From an optimization exercise on the open Yosys and OpenROAD flow, aimed at small area, a short achievable clock period and few clock cycles per item; shortcuts taken in it are not production practice. For this run, only the layout was checked, not whether the RTL still works. Power and IR drop assume default switching activity.

$ cat flow/config.mk
export PLATFORM = sky130hd
export DESIGN_NAME = SystolicArrayAxiWrapper
export DESIGN_NICKNAME = SystolicArrayAxiWrapper
export VERILOG_FILES = /design/flow/design.v
export SDC_FILE = /design/flow/constraint.sdc
export NUM_CORES = 4
export LEC_CHECK = 0
export CAP_MARGIN = 20
export CORE_MARGIN = 2
export CORE_UTILIZATION = 40
export SETUP_SLACK_MARGIN = 2.6
export SLEW_MARGIN = 20
$ cat flow/constraint.sdc
create_clock -name core_clock -period 6.5 [get_ports {axi_clk}]
set_input_delay 1.3000 -clock core_clock [delete_from_list [all_inputs] [get_ports {axi_clk}]]
set_output_delay 1.3000 -clock core_clock [all_outputs]
set_load 0.01 [all_outputs]
$ cat flow/design.v
module SystolicArrayAxiWrapper(
    input axi_clk,
    input axi_rst_n,
    input s_axis_valid,
    input [47:0] s_axis_data,
    output s_axis_ready,
    output m_axis_valid,
    output [143:0] m_axis_data,
    input m_axis_ready
);
logic ovalid;    
logic [15:0] acc [0:8];
logic [1:0] cy [0:8];
logic [1:0]  beat_in;   
logic        v1;        
logic        first, last;    
logic [47:0] d;
wire stall = first && ovalid && !m_axis_ready;
wire go = v1 && !stall;
assign s_axis_ready = !(v1 && stall);
assign m_axis_valid = ovalid;
wire fire = s_axis_valid && s_axis_ready;
always_ff @(posedge axi_clk) begin
    if (!axi_rst_n) begin
        beat_in <= 2'd0;
        v1 <= 1'b0;
        ovalid <= 1'b0;
    end else begin
        if (fire) beat_in <= (beat_in == 2'd2) ? 2'd0 : beat_in + 2'd1;
        if (s_axis_ready) v1 <= s_axis_valid;
        if (go && last) ovalid <= 1'b1;
        else if (m_axis_ready) ovalid <= 1'b0;
    end
end
always_ff @(posedge axi_clk) begin
    if (s_axis_ready) begin
        d <= s_axis_data;
        first <= (beat_in == 2'd0);
        last <= (beat_in == 2'd2);
    end
end
wire gate = 1'b1;
wire clr = first;
logic [3:0] one [0:2], two [0:2], neg [0:2];
genvar j, r;
generate
    for (j = 0; j < 3; j++) begin : g_enc
        wire [8:0] b = {s_axis_data[24 + 8*j +: 8], 1'b0};
        for (r = 0; r < 4; r++) begin : g_dig
            wire one_d = b[2*r+1] ^ b[2*r];
            wire two_d = (b[2*r+2] & ~b[2*r+1] & ~b[2*r]) | (~b[2*r+2] & b[2*r+1] & b[2*r]);
            wire neg_d = b[2*r+2];
            always_ff @(posedge axi_clk) begin
                if (s_axis_ready) begin
                    one[j][r] <= one_d;
                    two[j][r] <= two_d;
                    neg[j][r] <= neg_d;
                end
            end
        end
    end
endgenerate
genvar i, jj;
generate
    for (i = 0; i < 3; i++) begin : g_row
        for (jj = 0; jj < 3; jj++) begin : g_col
            wire [15:0] sum;
            wire [1:0] cout;
            wire [15:0] start = clr ? 16'h0100 : acc[3*i+jj];
            Mac u_mac (.a(d[8*i +: 8]), .one(one[jj]), .two(two[jj]), .neg(neg[jj]), .act(gate), .acc(start), .cin(clr ? 2'd0 : cy[3*i+jj]), .cout(cout), .sum(sum));
            always_ff @(posedge axi_clk) if (go) cy[3*i+jj] <= cout;
            always_ff @(posedge axi_clk) if (go) acc[3*i+jj] <= sum;
            assign m_axis_data[16*(3*i+jj) +: 16] = acc[3*i+jj] + {1'b0, 1'b0, 1'b0, cy[3*i+jj][1], 1'b0, 1'b0, 1'b0, 1'b0, 1'b0, cy[3*i+jj][0], 1'b0, 1'b0, 1'b0, 1'b0, 1'b0, 1'b0};
        end
    end
endgenerate
endmodule
module Mac(
    input [7:0] a,
    input [3:0] one, two, neg,
    input act,
    input [15:0] acc,
    input [1:0] cin,
    output [1:0] cout,
    output [15:0] sum
);
    wire p0 = (one[0] & a[0]) ^ neg[0];
    wire p1 = ((one[0] & a[1]) | (two[0] & a[0])) ^ neg[0];
    wire p2 = ((one[0] & a[2]) | (two[0] & a[1])) ^ neg[0];
    wire p3 = ((one[0] & a[3]) | (two[0] & a[2])) ^ neg[0];
    wire p4 = ((one[0] & a[4]) | (two[0] & a[3])) ^ neg[0];
    wire p5 = ((one[0] & a[5]) | (two[0] & a[4])) ^ neg[0];
    wire p6 = ((one[0] & a[6]) | (two[0] & a[5])) ^ neg[0];
    wire p7 = ((one[0] & a[7]) | (two[0] & a[6])) ^ neg[0];
    wire p8 = ((one[0] & a[7]) | (two[0] & a[7])) ^ neg[0];
    wire p9 = ~p8 & act;
    wire p10 = (one[1] & a[0]) ^ neg[1];
    wire p11 = ((one[1] & a[1]) | (two[1] & a[0])) ^ neg[1];
    wire p12 = ((one[1] & a[2]) | (two[1] & a[1])) ^ neg[1];
    wire p13 = ((one[1] & a[3]) | (two[1] & a[2])) ^ neg[1];
    wire p14 = ((one[1] & a[4]) | (two[1] & a[3])) ^ neg[1];
    wire p15 = ((one[1] & a[5]) | (two[1] & a[4])) ^ neg[1];
    wire p16 = ((one[1] & a[6]) | (two[1] & a[5])) ^ neg[1];
    wire p17 = ((one[1] & a[7]) | (two[1] & a[6])) ^ neg[1];
    wire p18 = ((one[1] & a[7]) | (two[1] & a[7])) ^ neg[1];
    wire p19 = ~p18 & act;
    wire p20 = (one[2] & a[0]) ^ neg[2];
    wire p21 = ((one[2] & a[1]) | (two[2] & a[0])) ^ neg[2];
    wire p22 = ((one[2] & a[2]) | (two[2] & a[1])) ^ neg[2];
    wire p23 = ((one[2] & a[3]) | (two[2] & a[2])) ^ neg[2];
    wire p24 = ((one[2] & a[4]) | (two[2] & a[3])) ^ neg[2];
    wire p25 = ((one[2] & a[5]) | (two[2] & a[4])) ^ neg[2];
    wire p26 = ((one[2] & a[6]) | (two[2] & a[5])) ^ neg[2];
    wire p27 = ((one[2] & a[7]) | (two[2] & a[6])) ^ neg[2];
    wire p28 = ((one[2] & a[7]) | (two[2] & a[7])) ^ neg[2];
    wire p29 = ~p28 & act;
    wire p30 = (one[3] & a[0]) ^ neg[3];
    wire p31 = ((one[3] & a[1]) | (two[3] & a[0])) ^ neg[3];
    wire p32 = ((one[3] & a[2]) | (two[3] & a[1])) ^ neg[3];
    wire p33 = ((one[3] & a[3]) | (two[3] & a[2])) ^ neg[3];
    wire p34 = ((one[3] & a[4]) | (two[3] & a[3])) ^ neg[3];
    wire p35 = ((one[3] & a[5]) | (two[3] & a[4])) ^ neg[3];
    wire p36 = ((one[3] & a[6]) | (two[3] & a[5])) ^ neg[3];
    wire p37 = ((one[3] & a[7]) | (two[3] & a[6])) ^ neg[3];
    wire p38 = ((one[3] & a[7]) | (two[3] & a[7])) ^ neg[3];
    wire p39 = ~p38 & act;
    wire s40 = neg[0] ^ acc[0] ^ p0;
    wire c41 = (neg[0] & acc[0]) | (neg[0] & p0) | (acc[0] & p0);
    wire s42 = acc[1] ^ p1;
    wire c43 = acc[1] & p1;
    wire s44 = neg[1] ^ acc[2] ^ p10;
    wire c45 = (neg[1] & acc[2]) | (neg[1] & p10) | (acc[2] & p10);
    wire s46 = p2 ^ c43 ^ s44;
    wire c47 = (p2 & c43) | (p2 & s44) | (c43 & s44);
    wire s48 = acc[3] ^ p11 ^ p3;
    wire c49 = (acc[3] & p11) | (acc[3] & p3) | (p11 & p3);
    wire s50 = c45 ^ s48;
    wire c51 = c45 & s48;
    wire s52 = neg[2] ^ acc[4] ^ p12;
    wire c53 = (neg[2] & acc[4]) | (neg[2] & p12) | (acc[4] & p12);
    wire s54 = p20 ^ p4 ^ c49;
    wire c55 = (p20 & p4) | (p20 & c49) | (p4 & c49);
    wire s56 = s52 ^ c51 ^ s54;
    wire c57 = (s52 & c51) | (s52 & s54) | (c51 & s54);
    wire s58 = acc[5] ^ p13 ^ p21;
    wire c59 = (acc[5] & p13) | (acc[5] & p21) | (p13 & p21);
    wire s60 = p5 ^ c53 ^ s58;
    wire c61 = (p5 & c53) | (p5 & s58) | (c53 & s58);
    wire s62 = c55 ^ s60;
    wire c63 = c55 & s60;
    wire s64 = neg[3] ^ acc[6] ^ cin[0];
    wire c65 = (neg[3] & acc[6]) | (neg[3] & cin[0]) | (acc[6] & cin[0]);
    wire s66 = p14 ^ p22 ^ p30;
    wire c67 = (p14 & p22) | (p14 & p30) | (p22 & p30);
    wire s68 = p6 ^ c59 ^ s64;
    wire c69 = (p6 & c59) | (p6 & s64) | (c59 & s64);
    wire s70 = s66 ^ c61 ^ s68;
    wire c71 = (s66 & c61) | (s66 & s68) | (c61 & s68);
    wire s72 = acc[7] ^ p15 ^ p23;
    wire c73 = (acc[7] & p15) | (acc[7] & p23) | (p15 & p23);
    wire s74 = p31 ^ p7 ^ c65;
    wire c75 = (p31 & p7) | (p31 & c65) | (p7 & c65);
    wire s76 = c67 ^ s72 ^ c69;
    wire c77 = (c67 & s72) | (c67 & c69) | (s72 & c69);
    wire s78 = s74 ^ c71 ^ s76;
    wire c79 = (s74 & c71) | (s74 & s76) | (c71 & s76);
    wire s80 = acc[8] ^ p16 ^ p24;
    wire c81 = (acc[8] & p16) | (acc[8] & p24) | (p16 & p24);
    wire s82 = p32 ^ p9 ^ c73;
    wire c83 = (p32 & p9) | (p32 & c73) | (p9 & c73);
    wire s84 = s80 ^ c75 ^ s82;
    wire c85 = (s80 & c75) | (s80 & s82) | (c75 & s82);
    wire s86 = c77 ^ s84;
    wire c87 = c77 & s84;
    wire s88 = acc[9] ^ p17 ^ p25;
    wire c89 = (acc[9] & p17) | (acc[9] & p25) | (p17 & p25);
    wire s90 = p33 ^ c81 ^ s88;
    wire c91 = (p33 & c81) | (p33 & s88) | (c81 & s88);
    wire s92 = c83 ^ s90 ^ c85;
    wire c93 = (c83 & s90) | (c83 & c85) | (s90 & c85);
    wire s94 = acc[10] ^ p19 ^ p26;
    wire c95 = (acc[10] & p19) | (acc[10] & p26) | (p19 & p26);
    wire s96 = p34 ^ c89 ^ s94;
    wire c97 = (p34 & c89) | (p34 & s94) | (c89 & s94);
    wire s98 = c91 ^ s96;
    wire c99 = c91 & s96;
    wire s100 = acc[11] ^ p27 ^ p35;
    wire c101 = (acc[11] & p27) | (acc[11] & p35) | (p27 & p35);
    wire s102 = c95 ^ s100 ^ c97;
    wire c103 = (c95 & s100) | (c95 & c97) | (s100 & c97);
    wire s104 = acc[12] ^ cin[1] ^ p29;
    wire c105 = (acc[12] & cin[1]) | (acc[12] & p29) | (cin[1] & p29);
    wire s106 = p36 ^ c101 ^ s104;
    wire c107 = (p36 & c101) | (p36 & s104) | (c101 & s104);
    wire s108 = acc[13] ^ p37 ^ c105;
    wire c109 = (acc[13] & p37) | (acc[13] & c105) | (p37 & c105);
    wire s110 = acc[14] ^ p39;
    wire c111 = acc[14] & p39;
    wire [15:0] rx = {acc[15], s110, c107, s106, c99, s98, c87, s86, s78, c63, s62, s56, s50, s46, s42, s40};
    wire [15:0] ry = {c111, c109, s108, c103, s102, c93, s92, c79, 1'b0, s70, c57, 1'b0, c47, 1'b0, c41, 1'b0};
    assign {cout[0], sum[5:0]} = rx[5:0] + ry[5:0];
    assign {cout[1], sum[11:6]} = rx[11:6] + ry[11:6];
    assign sum[15:12] = rx[15:12] + ry[15:12];
endmodule
$ cat flow/run.sh
#!/bin/bash
# synth_recipe.tcl (not shown) runs the flow's synth.tcl, then flattens the netlist and writes it again
# the make line also repeats each setting of config.mk as NAME=value (left out here)
make -C /OpenROAD-flow-scripts/flow DESIGN_CONFIG=/design/flow/config.mk WORK_HOME=/design/flow/orfs CLKGATE_MAP_FILE= SYNTH_SCRIPT=/design/flow/synth_recipe.tcl finish
==> summary.txt <==
kinds of logic (layout without fill, tap and decap cells):
| kind of cell | after synthesis | count (layout) | share of synthesized area, % |
|---|---|---|---|
| buf+inv | 498 | 747 | 8.719 |
| xor+xnor | 481 | 481 | 15.84 |
| fa+ha+maj | 459 | 459 | 28.97 |
| compound gates | 453 | 453 | 11.87 |
| simple gates | 408 | 408 | 8.164 |
| flops | 228 | 228 | 25.60 |
| mux | 20 | 20 | 0.8376 |
state kept, by name, summed over array words and instances (netlist names):
name and flops:
first 1, neg 12, acc 144, beat_in 2, ovalid 1, two 12
last 1, v1 1, cy 18, d 24, one 12
path summary, 6_finish.rpt:
path	slack, ns	endpoint	startpoint
worst min register to register	0.49	beat_in[1]	beat_in[1]
worst min-delay path	0.49	beat_in[1]	beat_in[1]
worst max register to register	2.58	cy[1][1]	first
worst max-delay path	2.58	cy[1][1]	first
timing repair:
action                     4_1_cts  5_1_grt
buffers inserted               121       27
gates resized for setup         77      193
setup endpoints to repair       67       47
cloned                           3        4
pin swaps                       10       60
power by group through the flow:
stage,sequential [mW],clock (mW),combinational (mW)
after floorplan,3.01,0,7.25
after global placement,3.38,0,9.45
after detailed placement,3.39,0,9.74
after CTS,3.29,1.82,10.5
after global routing,3.36,1.87,13.2
final,3.29,1.78,11.9
cells in the mapped netlist, types with 5 or more instances:
master | count | area share (%)
sky130_fd_sc_hd__a41oi_1 | 7 | 0.23
sky130_fd_sc_hd__nand3_1 | 46 | 0.87
sky130_fd_sc_hd__xor2_1 | 120 | 4.0
sky130_fd_sc_hd__or2_2 | 15 | 0.35
sky130_fd_sc_hd__nor2_1 | 29 | 0.41
sky130_fd_sc_hd__nor2b_1 | 102 | 2.4
sky130_fd_sc_hd__nand2_1 | 125 | 1.8
sky130_fd_sc_hd__a21o_1 | 27 | 0.76
sky130_fd_sc_hd__buf_4 | 67 | 1.9
sky130_fd_sc_hd__mux2_2 | 17 | 0.72
sky130_fd_sc_hd__clkbuf_1 | 5 | 0.071
sky130_fd_sc_hd__o21ai_0 | 68 | 1.3
sky130_fd_sc_hd__nor3_1 | 14 | 0.26
sky130_fd_sc_hd__and3_1 | 8 | 0.19
sky130_fd_sc_hd__a211oi_1 | 16 | 0.45
sky130_fd_sc_hd__nand2b_1 | 25 | 0.59
sky130_fd_sc_hd__xnor2_1 | 361 | 12
sky130_fd_sc_hd__nand4_1 | 15 | 0.35
sky130_fd_sc_hd__a31oi_1 | 16 | 0.38
sky130_fd_sc_hd__edfxtp_1 | 224 | 25
sky130_fd_sc_hd__nand3b_1 | 14 | 0.40
sky130_fd_sc_hd__buf_2 | 146 | 2.7
sky130_fd_sc_hd__o311ai_0 | 6 | 0.20
sky130_fd_sc_hd__a22oi_1 | 254 | 7.2
sky130_fd_sc_hd__fa_1 | 261 | 20
sky130_fd_sc_hd__inv_1 | 271 | 3.8
sky130_fd_sc_hd__ha_1 | 198 | 9.3
sky130_fd_sc_hd__a21oi_1 | 31 | 0.58
sky130_fd_sc_hd__and4_1 | 9 | 0.30
sky130_fd_sc_hd__o21bai_1 | 16 | 0.45
through the flow:
step	hold WS, ns	worst slack [ns]	area [µm²]
4_1_cts	0.4961	2.569	31480
5_1_grt	0.5386	2.491	32630
2_1_floorplan	0.4547	2.613	26640
3_3_place_gp	0.4654	1.713	28920
6_report	0.4893	2.577	32630
3_5_place_dp	0.4877	1.626	28920
routing by layer:
metal  wire length (µm)  GRT usage [%]
met1              32960          30.39
met2              37770          37.53
met3               6519          3.492
met4               3084          7.876
met5                  0              0
layout make-up:
type	count	area, µm²	area share, %
Clock inverter	20	254.0	0.7784
Clock buffer	34	794.5	2.435
Timing Repair inverter	4	73.82	0.2262
Timing Repair Buffer	411	4095	12.55
Sequential cell	228	6807	20.86
Multi-Input combinational cell	1821	18430	56.49
Inverter	278	1091	3.344
Tap cell	864	1081	3.313
tightest hold or removal path, stage by stage, from the launching register on:
cell and delay (ns):
sky130_fd_sc_hd__dfxtp_1 0.32, sky130_fd_sc_hd__nand2_1 0.06, sky130_fd_sc_hd__mux2i_1 0.06
==> summary.txt <==
# TYPE chip_impl_metric gauge
chip_impl_info{name="run_status",value="complete, no violations"} 1
chip_impl_info{name="startpoint_type",value="flip-flop"} 1
chip_impl_metric{name="rows",unit=""} 94
chip_impl_metric{name="crit_path_max_fanout",unit=""} 7
chip_impl_info{name="timing.critical_path.to_type",value="flip-flop"} 1
chip_impl_metric{name="worstRegToRegCells",unit=""} 13
chip_impl_metric{name="drt_pre_antenna_iters",unit=""} 7
chip_impl_metric{name="power_frac_seq",unit="%"} 19.4
chip_impl_metric{name="finalNetCount",unit=""} 3284
chip_impl_metric{name="hold_path_depth",unit=""} 2
chip_impl_metric{name="wire_length_of_the_first_global_routing_pass",unit="mm"} 120.3
chip_impl_metric{name="finalCoreUtilization",unit="%"} 49.63
chip_impl_metric{name="clkLatencyLatePin",unit="ns"} 0.59
chip_impl_metric{name="vias_per_cell",unit=""} 5.536
chip_impl_metric{name="clk_path_buf_depth",unit=""} 3
chip_impl_metric{name="finalClockSkew",unit="ns"} 0.02018
chip_impl_metric{name="cts.htree.levels",unit=""} 1
chip_impl_metric{name="synth.ff_latch_count",unit=""} 228
chip_impl_metric{name="synth_async_sr_flop_share",unit="%"} 0
chip_impl_metric{name="pwr_density_cell",unit="nW/µm²"} 519.3
chip_impl_metric{name="slew_viol_final",unit=""} 0
chip_impl_metric{name="required",unit="ns"} 6.83
chip_impl_metric{name="starting_density",unit="%"} 40.44
chip_impl_metric{name="number_of_warnings_reported_in_the_yosys_synthesis_log",unit=""} 11
chip_impl_info{name="cp_cell_sequence",value="bufinv_16 > nand2_2 > fa_1 > inv_1 > fa_2 > inv_2 > fa_1 > fa_1 > inv_2 > ha_4 > a211oi_2 > o21bai_1 > a21o_1"} 1
chip_impl_info{name="critical_path.top_delay_family",value="adder cells"} 1
chip_impl_info{name="hp-class",value="flip-flop to flip-flop"} 1
chip_impl_info{name="layout_commonest_cell",value="sky130_fd_sc_hd__xnor2_1"} 1
chip_impl_metric{name="worst-path-stages",unit=""} 13
chip_impl_metric{name="cts_buffers",unit=""} 29
chip_impl_metric{name="antenna_cells_inserted",unit=""} 0
chip_impl_metric{name="detail_route.wirelength",unit="mm"} 80.34
chip_impl_metric{name="max-cap-violations",unit=""} 0
chip_impl_metric{name="weighted_congestion_reported_at_the_end_of_routability_driven_placement",unit=""} 0.8857
chip_impl_metric{name="first_global_vias",unit=""} 20850
chip_impl_metric{name="synth.yosys.seq_area_share",unit="%"} 25.60
chip_impl_metric{name="synthesis.instances",unit=""} 2547
chip_impl_metric{name="max_clock_freq",unit="MHz"} 254.9
chip_impl_metric{name="power.switching",unit="mW"} 7.172
chip_impl_metric{name="max_slew.worst_pin.slew",unit="ns"} 1.056
chip_impl_metric{name="drtIter0Drc",unit=""} 1693
chip_impl_metric{name="finalSetupViolations",unit=""} 0
chip_impl_metric{name="worstPathBufferInverterCount",unit=""} 4
chip_impl_metric{name="maxSlewHeadroom",unit="%"} 29.62
chip_impl_metric{name="finalWorstPathRequiredPeriod",unit="ns"} 3.923
chip_impl_metric{name="io_pins",unit=""} 198
chip_impl_metric{name="power.total",unit="mW"} 16.94
chip_impl_metric{name="n_fill_cell",unit=""} 5842
chip_impl_metric{name="floorplan.die_area",unit="µm²"} 68550
chip_impl_metric{name="routedWlPerCell",unit="µm"} 21.95
chip_impl_metric{name="clock_power_share",unit="%"} 10.5
chip_impl_metric{name="final_hold_viol_count",unit=""} 0
chip_impl_metric{name="post-dp-hpwl",unit="mm"} 51.49
chip_impl_metric{name="groute.usage.overall",unit="%"} 22.72
chip_impl_metric{name="areaGrowthSynthToFinish",unit="%"} 22.71
chip_impl_metric{name="yosysUniqueCellTypes",unit=""} 44
chip_impl_metric{name="ant_nets",unit=""} 0
chip_impl_metric{name="max_stage_delay",unit="ns"} 0.58
chip_impl_metric{name="placed_cells_incl_taps",unit=""} 3451
chip_impl_info{name="highest_count_cells_in_the_layout_ignoring_fill_and_taps",value="sky130_fd_sc_hd__xnor2_1 (354), sky130_fd_sc_hd__inv_1 (262), sky130_fd_sc_hd__fa_1 (227), sky130_fd_sc_hd__edfxtp_1 (224), sky130_fd_sc_hd__a22oi_1 (218)"} 1
chip_impl_info{name="setup.worst_path.class",value="flip-flop to flip-flop"} 1
chip_impl_metric{name="grt_antenna_before_repair",unit=""} 1
chip_impl_metric{name="synth_area",unit="µm²"} 26590
chip_impl_metric{name="synth_area_per_inst",unit="µm²"} 10.44
chip_impl_metric{name="synth_nets",unit=""} 3058
chip_impl_metric{name="leakagePower",unit="nW"} 13.12
chip_impl_metric{name="finalNonFillerCells",unit=""} 3660
chip_impl_metric{name="fin_tns_setup",unit="ns"} 0
chip_impl_metric{name="gr-total-overflow",unit=""} 0
chip_impl_metric{name="postCtsHoldBufs",unit=""} 0
chip_impl_metric{name="cp_data_arrival_time",unit="ns"} 4.25
chip_impl_info{name="rsz0062_at_grt",value="true"} 1
chip_impl_metric{name="floorplan.die.width",unit="µm"} 261.8
chip_impl_metric{name="intPower",unit="mW"} 9.772
chip_impl_info{name="critPathSlowestCell",value="sky130_fd_sc_hd__fa_1"} 1
chip_impl_metric{name="die_span_y",unit="µm"} 261.8
chip_impl_metric{name="timing.final.crit_share",unit="%"} 60.35
chip_impl_metric{name="switching_share",unit="%"} 42.33
chip_impl_metric{name="synth-edff-count",unit=""} 224
chip_impl_metric{name="worst_setup_hold_path_clk_slew",unit="ns"} 0.06
chip_impl_metric{name="io_buffer_count",unit=""} 197
chip_impl_metric{name="core_area",unit="µm²"} 65750
chip_impl_info{name="synth-main-ff-cell",value="sky130_fd_sc_hd__edfxtp_1"} 1
chip_impl_metric{name="grt_max_degree",unit=""} 163
chip_impl_metric{name="vias",unit=""} 20260
chip_impl_metric{name="remaining_drc_errors",unit=""} 0
chip_impl_metric{name="layout-drive-gt1-share",unit="%"} 17.45
chip_impl_metric{name="vdd_ir_drop_max",unit="mV"} 0.3159
chip_impl_info{name="cts_tree",value="yes"} 1
chip_impl_info{name="clk_root_buffer_cell",value="sky130_fd_sc_hd__clkbuf_16"} 1
chip_impl_info{name="crit_top_cell",value="sky130_fd_sc_hd__fa_1"} 1
chip_impl_metric{name="combinationalPowerShare",unit="%"} 70.1
chip_impl_metric{name="tritoncts_sink_count",unit=""} 228

## re-timing with driven ports
How much do the figures lean on ideal ports? The routed layout below was timed once more, with nothing changed but the port constraints.
Step 1 sets driving cells, clkbuf_16 on the clock port and buf_2 on the other inputs (assumed; they add their load-dependent delay and slew).
Step 2 moves the port delays by t, midway between the first and last clock arrival at a register: inputs arrive t later, outputs are due t later. That takes back most of the time a late clock gives input paths.
Slacks: no drivers / after step 1 / after step 2; pairs: no drivers / after step 1.
shift t [ns]: 0.641
setup WS [ns]: 2.577 / 2.577 / 2.577
worst setup path after step 2: register to register
After both steps setup and hold are still met in this run. For this run, drivers alone change the setup slack by 0.000 ns; drivers and shift together by 0.000 ns.
